From an optimization exercise on the open Yosys and OpenROAD flow, aimed at small area; shortcuts taken in it are not production practice. The RTL was checked by simulation tests, not by an equivalence proof against the original design. No activity file was given, so power comes from the tool's default toggle rates.

### flow/run.sh
#!/bin/bash
# synth_recipe.tcl (not shown) runs the flow's synth.tcl, then flattens the netlist and writes it again
# the make line also repeats each setting of config.mk as NAME=value (left out here)
make -C /OpenROAD-flow-scripts/flow DESIGN_CONFIG=/design/flow/config.mk WORK_HOME=/design/flow/orfs CLKGATE_MAP_FILE= SYNTH_SCRIPT=/design/flow/synth_recipe.tcl finish
### flow/config.mk
export PLATFORM = sky130hd
export DESIGN_NAME = top_module
export DESIGN_NICKNAME = top_module
export VERILOG_FILES = /design/flow/design.v
export SDC_FILE = /design/flow/constraint.sdc
export NUM_CORES = 4
export LEC_CHECK = 0
export CAP_MARGIN = 20
export CORE_MARGIN = 2
export CORE_UTILIZATION = 40
export PLACE_DENSITY = 0.6
export SLEW_MARGIN = 20
### flow/constraint.sdc
create_clock -name core_clock -period 12.0 [get_ports {clk}]
set_input_delay 2.4000 -clock core_clock [delete_from_list [all_inputs] [get_ports {clk}]]
set_output_delay 2.4000 -clock core_clock [all_outputs]
set_load 0.01 [all_outputs]
### flow/design.v
module converter (
    input wire [15:0] fixed_in,     
    output reg [15:0] float_out     
);
    reg sign;                       
    reg [4:0] exponent;             
    reg [10:0] mantissa;            
    reg [15:0] magnitude;           
    reg [4:0] leading_one;          
    always @(*) begin
        sign = fixed_in[15];                        
        magnitude = sign ? (~fixed_in + 1) : fixed_in;  
        casez (magnitude)
            16'b1???????????????: leading_one = 5'd15;
            16'b01??????????????: leading_one = 5'd14;
            16'b001?????????????: leading_one = 5'd13;
            16'b0001????????????: leading_one = 5'd12;
            16'b00001???????????: leading_one = 5'd11;
            16'b000001??????????: leading_one = 5'd10;
            16'b0000001?????????: leading_one = 5'd9;
            16'b00000001????????: leading_one = 5'd8;
            16'b000000001???????: leading_one = 5'd7;
            16'b0000000001??????: leading_one = 5'd6;
            16'b00000000001?????: leading_one = 5'd5;
            16'b000000000001????: leading_one = 5'd4;
            16'b0000000000001???: leading_one = 5'd3;
            16'b00000000000001??: leading_one = 5'd2;
            16'b000000000000001?: leading_one = 5'd1;
            16'b0000000000000001: leading_one = 5'd0;
            default: leading_one = 5'd0;
        endcase
        if (magnitude == 16'b0) begin
            exponent = 5'd0;     
            mantissa = 10'd0;
        end else begin
            exponent = 5'd15 + leading_one;  
            mantissa = (magnitude << (15 - leading_one)) >> 5; 
        end
        float_out = {sign, exponent, mantissa[9:0]};
    end
endmodule
`timescale 1ns / 1ps
module fifo #(
    parameter DATA_WIDTH = 8,
    parameter FIFO_DEPTH = 16
) (
    input wire clk,               
    input wire write_reset,      
    input wire write_enable,
    input wire [DATA_WIDTH-1:0] write_data,
    input wire fast_clk,          
    input wire read_reset,
    input wire read_enable,
    output reg [DATA_WIDTH-1:0] read_data,
    output reg empty_flag,
    output reg full_flag
);
    localparam POINTER_WIDTH = $clog2(FIFO_DEPTH);
    reg [DATA_WIDTH-1:0] memory[FIFO_DEPTH-1:0];
    reg [POINTER_WIDTH:0] write_pointer;
    reg [POINTER_WIDTH:0] write_pointer_gray;
    reg [POINTER_WIDTH:0] read_pointer_gray_sync_w;
    reg [POINTER_WIDTH:0] read_pointer;
    reg [POINTER_WIDTH:0] read_pointer_gray;
    reg [POINTER_WIDTH:0] write_pointer_gray_sync_r;
    always @(posedge clk or posedge write_reset) begin
        if (write_reset) begin
            write_pointer <= 0;
            write_pointer_gray <= 0;
        end else if (write_enable && !full_flag) begin
            memory[write_pointer[POINTER_WIDTH-1:0]] <= write_data;
            write_pointer <= write_pointer + 1;
            write_pointer_gray <= (write_pointer + 1) ^ ((write_pointer + 1) >> 1);  
        end
    end
    always @(posedge fast_clk or posedge read_reset) begin
        if (read_reset) begin
            read_pointer <= 0;
            read_pointer_gray <= 0;
        end else if (read_enable && !empty_flag) begin
            read_data <= memory[read_pointer[POINTER_WIDTH-1:0]];
            read_pointer <= read_pointer + 1;
            read_pointer_gray <= (read_pointer + 1) ^ ((read_pointer + 1) >> 1);  
        end
    end
    always @(posedge clk) begin
        read_pointer_gray_sync_w <= read_pointer_gray;  
    end
    always @(posedge fast_clk) begin
        write_pointer_gray_sync_r <= write_pointer_gray;  
    end
    always @(*) begin
        empty_flag = (read_pointer_gray == write_pointer_gray_sync_r);
        full_flag = (write_pointer_gray == {~read_pointer_gray_sync_w[POINTER_WIDTH:POINTER_WIDTH-1], read_pointer_gray_sync_w[POINTER_WIDTH-2:0]});
    end
endmodule
module imem (
    input wire clk,                        
    input wire rst,                        
    input wire shift_enable,               
    input wire [15:0] new_value,           
    output reg [1023:0] data_out           
);
    reg [15:0] memory [0:63];
    integer i;
    always @(posedge clk or posedge rst) begin
        if (rst) begin
            for (i = 0; i < 64; i = i + 1) begin
                memory[i] <= 16'b0;
            end
        end else if (shift_enable) begin
            for (i = 63; i > 0; i = i - 1) begin
                memory[i] <= memory[i-1];
            end
            memory[0] <= new_value;
        end
    end
    always @(posedge clk or posedge rst) begin
        if (rst) begin
            data_out <= 1024'b0;
        end else begin
            for (i = 0; i < 64; i = i + 1) begin
                data_out[(i*16) +: 16] <= memory[i];
            end
        end
    end
endmodule
module multiplier (
	input wire [15:0] a,
	input wire [15:0] b,
	output reg [31:0] product
);
	always @(*) begin
    	product = a * b;   
	end
endmodule
module alu_mac (
	input wire clk,
	input wire reset,
	input wire [1023:0] d,    	 
	input wire [1023:0] cmem, 	 
	output reg [31:0] out,    	 
	output reg done           	 
);
	reg [5:0] tap_index;      	 
	reg [31:0] sum;           	 
	wire [31:0] product;      	 
	wire [15:0] d_element;    	 
	wire [15:0] cmem_element; 	 
	assign d_element = d[(tap_index * 16) +: 16];
	assign cmem_element = cmem[(tap_index * 16) +: 16];
	multiplier mult_inst (
    	.a(d_element),
    	.b(cmem_element),
    	.product(product)
	);
	always @(posedge clk or posedge reset) begin
    	if (reset) begin
        	sum <= 32'b0;            
        	tap_index <= 6'b0;      
        	out <= 32'b0;           
        	done <= 1'b0;           
    	end else begin
        	if (tap_index < 63) begin
            	sum <= sum + product;   
            	tap_index <= tap_index + 1;  
            	done <= 1'b0;          
        	end else begin
            	sum <= sum + product;   
            	out <= sum;             
            	tap_index <= 6'b0;      
            	sum <= 32'b0;           
            	done <= 1'b1;           
        	end
    	end
	end
endmodule
module control (
    input wire clk,                  
    input wire fast_clk,             
    input wire reset,                
    input wire fifo_full,            
    input wire fifo_empty,           
    input wire mac_done,             
    output reg write_enable,         
    output reg read_enable,          
    output reg shift_enable,         
    output reg start_mac,            
    output reg done                  
);
    reg reset_sync1_clk, reset_sync2_clk;
    always @(posedge clk) begin
        reset_sync1_clk <= reset;
        reset_sync2_clk <= reset_sync1_clk;
    end
    wire synced_reset_clk = reset_sync2_clk;
    reg reset_sync1_fast, reset_sync2_fast;
    always @(posedge fast_clk) begin
        reset_sync1_fast <= reset;
        reset_sync2_fast <= reset_sync1_fast;
    end
    wire synced_reset_fast = reset_sync2_fast;
    typedef enum logic [1:0] {
        WRITE_IDLE,    
        FIFO_WRITE     
    } write_state_t;
    write_state_t write_state, next_write_state;
    typedef enum logic [2:0] {
        READ_IDLE,     
        FIFO_READ,     
        IMEM_SHIFT,    
        START_MAC,     
        WAIT_DONE      
    } read_state_t;
    read_state_t read_state, next_read_state;
    always @(posedge clk or posedge synced_reset_clk) begin
        if (synced_reset_clk) begin
            write_state <= WRITE_IDLE;
        end else begin
            write_state <= next_write_state;
        end
    end
    always @(*) begin
        case (write_state)
            WRITE_IDLE: begin
                if (!fifo_full)
                    next_write_state = FIFO_WRITE;  
                else
                    next_write_state = WRITE_IDLE;
            end
            FIFO_WRITE: begin
                if (fifo_full)
                    next_write_state = WRITE_IDLE;  
                else
                    next_write_state = FIFO_WRITE;
            end
            default: next_write_state = WRITE_IDLE;
        endcase
    end
    always @(posedge clk or posedge synced_reset_clk) begin
        if (synced_reset_clk) begin
            write_enable <= 1'b0;
        end else begin
            write_enable <= (write_state == FIFO_WRITE);
        end
    end
    always @(posedge fast_clk or posedge synced_reset_fast) begin
        if (synced_reset_fast) begin
            read_state <= READ_IDLE;
        end else begin
            read_state <= next_read_state;
        end
    end
    always @(*) begin
        case (read_state)
            READ_IDLE: begin
                if (!fifo_empty)
                    next_read_state = FIFO_READ;  
                else
                    next_read_state = READ_IDLE;
            end
            FIFO_READ: begin
                next_read_state = IMEM_SHIFT;     
            end
            IMEM_SHIFT: begin
                next_read_state = START_MAC;      
            end
            START_MAC: begin
                next_read_state = WAIT_DONE;      
            end
            WAIT_DONE: begin
                if (mac_done)
                    next_read_state = READ_IDLE;  
                else
                    next_read_state = WAIT_DONE;
            end
            default: next_read_state = READ_IDLE;
        endcase
    end
    always @(posedge fast_clk or posedge synced_reset_fast) begin
        if (synced_reset_fast) begin
            read_enable <= 1'b0;
            shift_enable <= 1'b0;
            start_mac <= 1'b0;
            done <= 1'b0;
        end else begin
            read_enable <= (read_state == FIFO_READ);
            shift_enable <= (read_state == IMEM_SHIFT);
            start_mac <= (read_state == START_MAC);
            done <= (read_state == WAIT_DONE && mac_done);
        end
    end
endmodule
module datapath (
    input wire clk,                   
    input wire fast_clk,              
    input wire reset,                 
    input wire write_enable,          
    input wire read_enable,           
    input wire shift_enable,          
    input wire cen,                   
    input wire wen,                   
    input wire [5:0] addr,            
    input wire [15:0] input_data,     
    input wire [1023:0] cmem_data_in,  
    output wire [31:0] result,        
    output wire fifo_empty,           
    output wire fifo_full,            
    output wire done                  
);
    wire [15:0] fifo_out;             
    wire [15:0] float_data;           
    wire [1023:0] imem_data;          
    wire [1023:0] cmem_flat_data;     
    wire [31:0] alu_out;              
    wire mac_done;                    
    fifo #(
        .DATA_WIDTH(16),
        .FIFO_DEPTH(64)
    ) fifo_inst (
        .clk(clk),
        .write_reset(reset),
        .write_enable(write_enable),
        .write_data(input_data),
        .fast_clk(fast_clk),
        .read_reset(reset),
        .read_enable(read_enable),
        .read_data(fifo_out),
        .empty_flag(fifo_empty),
        .full_flag(fifo_full)
    );
    converter converter_inst (
        .fixed_in(fifo_out),        
        .float_out(float_data)      
    );
    imem imem_inst (
        .clk(clk),
        .rst(reset),
        .shift_enable(shift_enable),
        .new_value(float_data),     
        .data_out(imem_data)
    );
    assign cmem_flat_data = cmem_data_in;
    alu_mac alu_mac_inst (
        .clk(fast_clk),
        .reset(reset),
        .d(imem_data),               
        .cmem(cmem_flat_data),       
        .out(alu_out),
        .done(mac_done)
    );
    assign result = alu_out;
    assign done = mac_done;
endmodule
module top_module (
    input wire clk,                 
    input wire reset,               
    input wire [15:0] input_data,   
    input wire [1023:0] cmem_data_in,  
    output wire [31:0] result,      
    output wire done                
);
    wire write_enable;      
    wire read_enable;       
    wire shift_enable;      
    wire fifo_empty;        
    wire fifo_full;         
    wire mac_done;          
    control control_inst (
        .clk(clk),
        .fast_clk(clk),
        .reset(reset),
        .fifo_full(fifo_full),
        .fifo_empty(fifo_empty),
        .mac_done(mac_done),
        .write_enable(write_enable),
        .read_enable(read_enable),
        .shift_enable(shift_enable),
        .done(done)
    );
    datapath datapath_inst (
        .clk(clk),
        .fast_clk(clk),
        .reset(reset),
        .write_enable(write_enable),
        .read_enable(read_enable),
        .shift_enable(shift_enable),
        .input_data(input_data),
        .cmem_data_in(cmem_data_in),
        .result(result),
        .fifo_empty(fifo_empty),
        .fifo_full(fifo_full),
        .done(mac_done)
    );
endmodule
==> flow_summary.ini <==
[status]
status = timing/DRC/antenna clean

[job]
maxCapViolCount = 0

[die]
fp.coreArea_mm2 = 0.3279
dieWidth_um = 578.5
ios = 1075
chipHeight_um = 578.5
core.rowCount = 210
start_util = 0.4026
dieArea_mm2 = 0.3347

[clocking]
cts_tree = built
htree_levels = 5
numCtsBuffers = 338
ctsRootBufferMaster = clkbuf_16
cts.path.max_buffers = 4
path_clk_slew_ps = 60
cts.sink_count = 3211
clk_latency_ps = 950
cts_setup_buffers = 0
cts-resized-gates = 0
cts_hold_buf = 0

[routing]
drt_pass1_iterations = 6
met3_length_um = 40760
dr_total_vias = 79310
wirelength_um = 476200
wl_met1_um = 171500
initialDrtViolationCount = 8910
post_drt_wl_per_cell_um = 34.21
ant_nets = 0
routed_via_density = 5.698
highest_layer = met5
drc_errors = 0
dr_wl_met2_um = 230400

[sta]
hold_viol_final = 0
post-route-period-util = 0.8677
tns_ps = 0
tightest_slew_ps = 1276
finalSetupViolCount = 0
period_needed_ps = 10410
worst_slew_margin_rel = 0.1473
fmax_ghz = 0.09604
rsz0062_at_grt = no
setup_ws_ps = 1588
slew_viol_final = 0
fin_skew_ps = 102.3

[critical_path]
critPathRequiredTime_ps = 12720
cp_top_family = adder cells
reg2reg_slack_ps = 2050
worst-path-buf-inv = 6
cp-start-kind = input port
critPathMaxFanout = 9
worstPathArrival_ps = 11130
crit_path_end_kind = register
crit_top_cell = fa_1
critPathMaxStageDelay_ps = 920
worst-r2r-cell-count = 27
critical_path_class = in2reg
crit_slowest_cell = clkdlybuf4s50_1
path_depth = 27

[yosys]
seq_area_frac_synth = 0.6474
yosysTopAreaCell = dfrtp_1
synth-seq-cells = 3211
ys.flop_type = dfrtp_1
yosys-top-cells-area = dfrtp_1 (41%), edfxtp_1 (24%), mux4_2 (11%)
yosysMostFrequentCell = dfrtp_1
synth-edff-count = 1040
async_reset_ff_frac = 0.6711
syn_area_mm2 = 0.1320
yosys.area.top_type_share = 0.4084
syn-num-nets = 9232
synth.distinct_cells = 87
ys_top_cells_by_count = dfrtp_1 (2,155), edfxtp_1 (1,040), mux2_2 (1,018)
syn_avg_cell_area_um2 = 16.81
synthCells = 7855
synth_warnings = 8

[power_and_ir_drop]
ir_drop_v = 0.0001139
power_density_mw_per_mm2 = 143.3
leakagePower_uw = 0.06816

[place]
gp_congestion = 0.9186
dp.final_hpwl_um = 330900
portBuffers = 1074
dp_cells = 13100
post-place-ws_ps = 766.9

[final_layout]
fin_util = 0.4902
drive_above_1_share = 0.2719
fill_cells = 27550
fin_nets = 10470
area_delta_synth_final_pct = 21.75
instances_no_fill = 13920

[global_route]
grt_max_degree = 207
grt-ovfl-total = 0
grt_pass1_wl_um = 651400
grt_use_total = 0.2821
grt_pass1_vias = 80760
antenna_found_initial = 146

[hold_path]
hold_class = reg2async
[path summary, 6_finish.rpt]
| kind | start | endpoint |
|---|---|---|
| min in group core_clock | datapath_inst.imem_inst.memory[21][5]$_DFFE_PP0P_ | datapath_inst.imem_inst.data_out[341]$_DFF_PP0_ |
| max reg2reg | datapath_inst.alu_mac_inst.tap_index[1]$_DFF_PP0_ | datapath_inst.alu_mac_inst.sum[25]$_DFF_PP0_ |
| max | cmem_data_in[84] | datapath_inst.alu_mac_inst.sum[29]$_DFF_PP0_ |
| min reg2reg | control_inst.reset_sync2_clk$_DFF_P_ | control_inst.write_state[0]$_DFF_PP0_ |
| min | control_inst.reset_sync2_clk$_DFF_P_ | control_inst.write_state[0]$_DFF_PP0_ |
| max in group asynchronous | reset | datapath_inst.imem_inst.memory[33][9]$_DFFE_PP0P_ |
[stage by stage]
stage / hold WS (ps) / instance area, µm² / power (µW)
2_1_floorplan: 97.83 / 132000 / 12090
3_3_place_gp: 122.5 / 149000 / 12810
3_5_place_dp: 144.3 / 149000 / 12820
4_1_cts: 149.4 / 160100 / 23210
5_1_grt: 200.5 / 160700 / 23760
6_report: 134.7 / 160700 / 23030
[worst register-to-register path, delay by kind of cell, from the launching register on]
kind / cells / cell delay (ps)
AO/OA/AOI/OAI: 3 / 940
XOR/XNOR: 1 / 140
adder cells (fa/ha/maj): 7 / 3340
buffers and inverters: 7 / 1760
flip-flops: 1 / 830
multiplexers: 3 / 1980
AND/OR/NAND/NOR: 6 / 810
[where the power goes]
part	internal [µW]	total [µW]	leakage [µW]	switching (µW)
clock network	6030	10400	0.00545	4370
registers	11400	11400	0.0395	34.5
logic	526	1240	0.0233	709
total	17900	23000	0.0682	5120
[registers in the layout, summed over array words and instances (netlist names)]
signal	cells
control_inst.shift_enable	1
datapath_inst.fifo_inst.read_data	16
datapath_inst.alu_mac_inst.sum	32
datapath_inst.alu_mac_inst.done	1
datapath_inst.alu_mac_inst.out	32
datapath_inst.fifo_inst.read_pointer_gray	7
datapath_inst.imem_inst.memory	1024
datapath_inst.fifo_inst.write_pointer_gray_sync_r	7
datapath_inst.fifo_inst.write_pointer	7
control_inst.write_enable	1
control_inst.reset_sync1_fast	1
control_inst.reset_sync2_clk	1
control_inst.read_state	3
datapath_inst.fifo_inst.read_pointer_gray_sync_w	7
datapath_inst.alu_mac_inst.tap_index	6
datapath_inst.imem_inst.data_out	1024
control_inst.write_state	1
control_inst.done	1
datapath_inst.fifo_inst.write_pointer_gray	7
datapath_inst.fifo_inst.read_pointer	7
control_inst.read_enable	1
datapath_inst.fifo_inst.memory	1024
[layout by cell type, fill, tap and decap left out, types with 53 or more instances in the layout]
master,netlist,layout
inv_1,378,377
fa_1,225,225
a221oi_1,122,122
a22o_1,119,119
nand2_1,294,294
ha_1,110,110
clkdlybuf4s50_1,0,1058
mux4_2,652,652
nand4_1,91,91
nand3_1,53,53
o21ai_0,69,66
clkbuf_1,324,71
a21oi_1,69,69
mux2_2,1018,1018
a22oi_1,257,257
clkbuf_16,0,342
buf_4,0,222
dfrtp_1,2155,2148
diode_2,0,218
clkinv_2,0,56
nor2_1,281,232
edfxtp_1,1040,1040
[logic make-up after synthesis]
logic type      synth area share
mux                       0.2007
flops                     0.6474
buf+inv                  0.02351
xor+xnor                0.005771
compound gates           0.04698
simple gates             0.03105
fa+ha+maj                0.04454
[per-layer routing]
layer,track usage,vias to the layer above
li1,-,32320
met1,0.3413,42010
met2,0.4589,3825
met3,0.06536,1094
met4,0.1751,62
met5,0.001276,-
[layout make-up]
class	count	area, µm²	share of cell area
clock inverter	138	1569	0.009761
timing repair buffer	1317	12910	0.08033
multi-input combinational	3839	43780	0.2724
clock buffer	465	9528	0.05927
tap	4346	5438	0.03383
sequential	3211	85500	0.5319
antenna	218	545.5	0.003394
inverter	386	1463	0.009099

-- afterwards: timing with drivers on the ports --
No port has a modelled driver above. Below, the same layout with a new extraction and two added sets of constraints.
Step 1: set_driving_cell puts a clkbuf_16 on clk and a buf_2 on each other input, an assumption about the parent block.
Step 2 moves the port delays by t, midway between the first and last clock arrival at a register: inputs arrive t later, outputs are due t later. That takes back most of the time a late clock gives input paths.
Three values: no drivers, after step 1, after step 2; two values: the first two.
t, ns: 0.988
setup slack, ns: 1.588 / 1.207 / 0.219
hold slack, ns: 0.135 / 0.135 / 0.135
worst register clock-pin slew, ns: 0.07 / 0.07
worst slew at a driven data input, ns: 0.58
After both steps this run still meets setup and hold. The setup slack of this run moves by -0.381 ns with the drivers and by -1.369 ns with both steps.
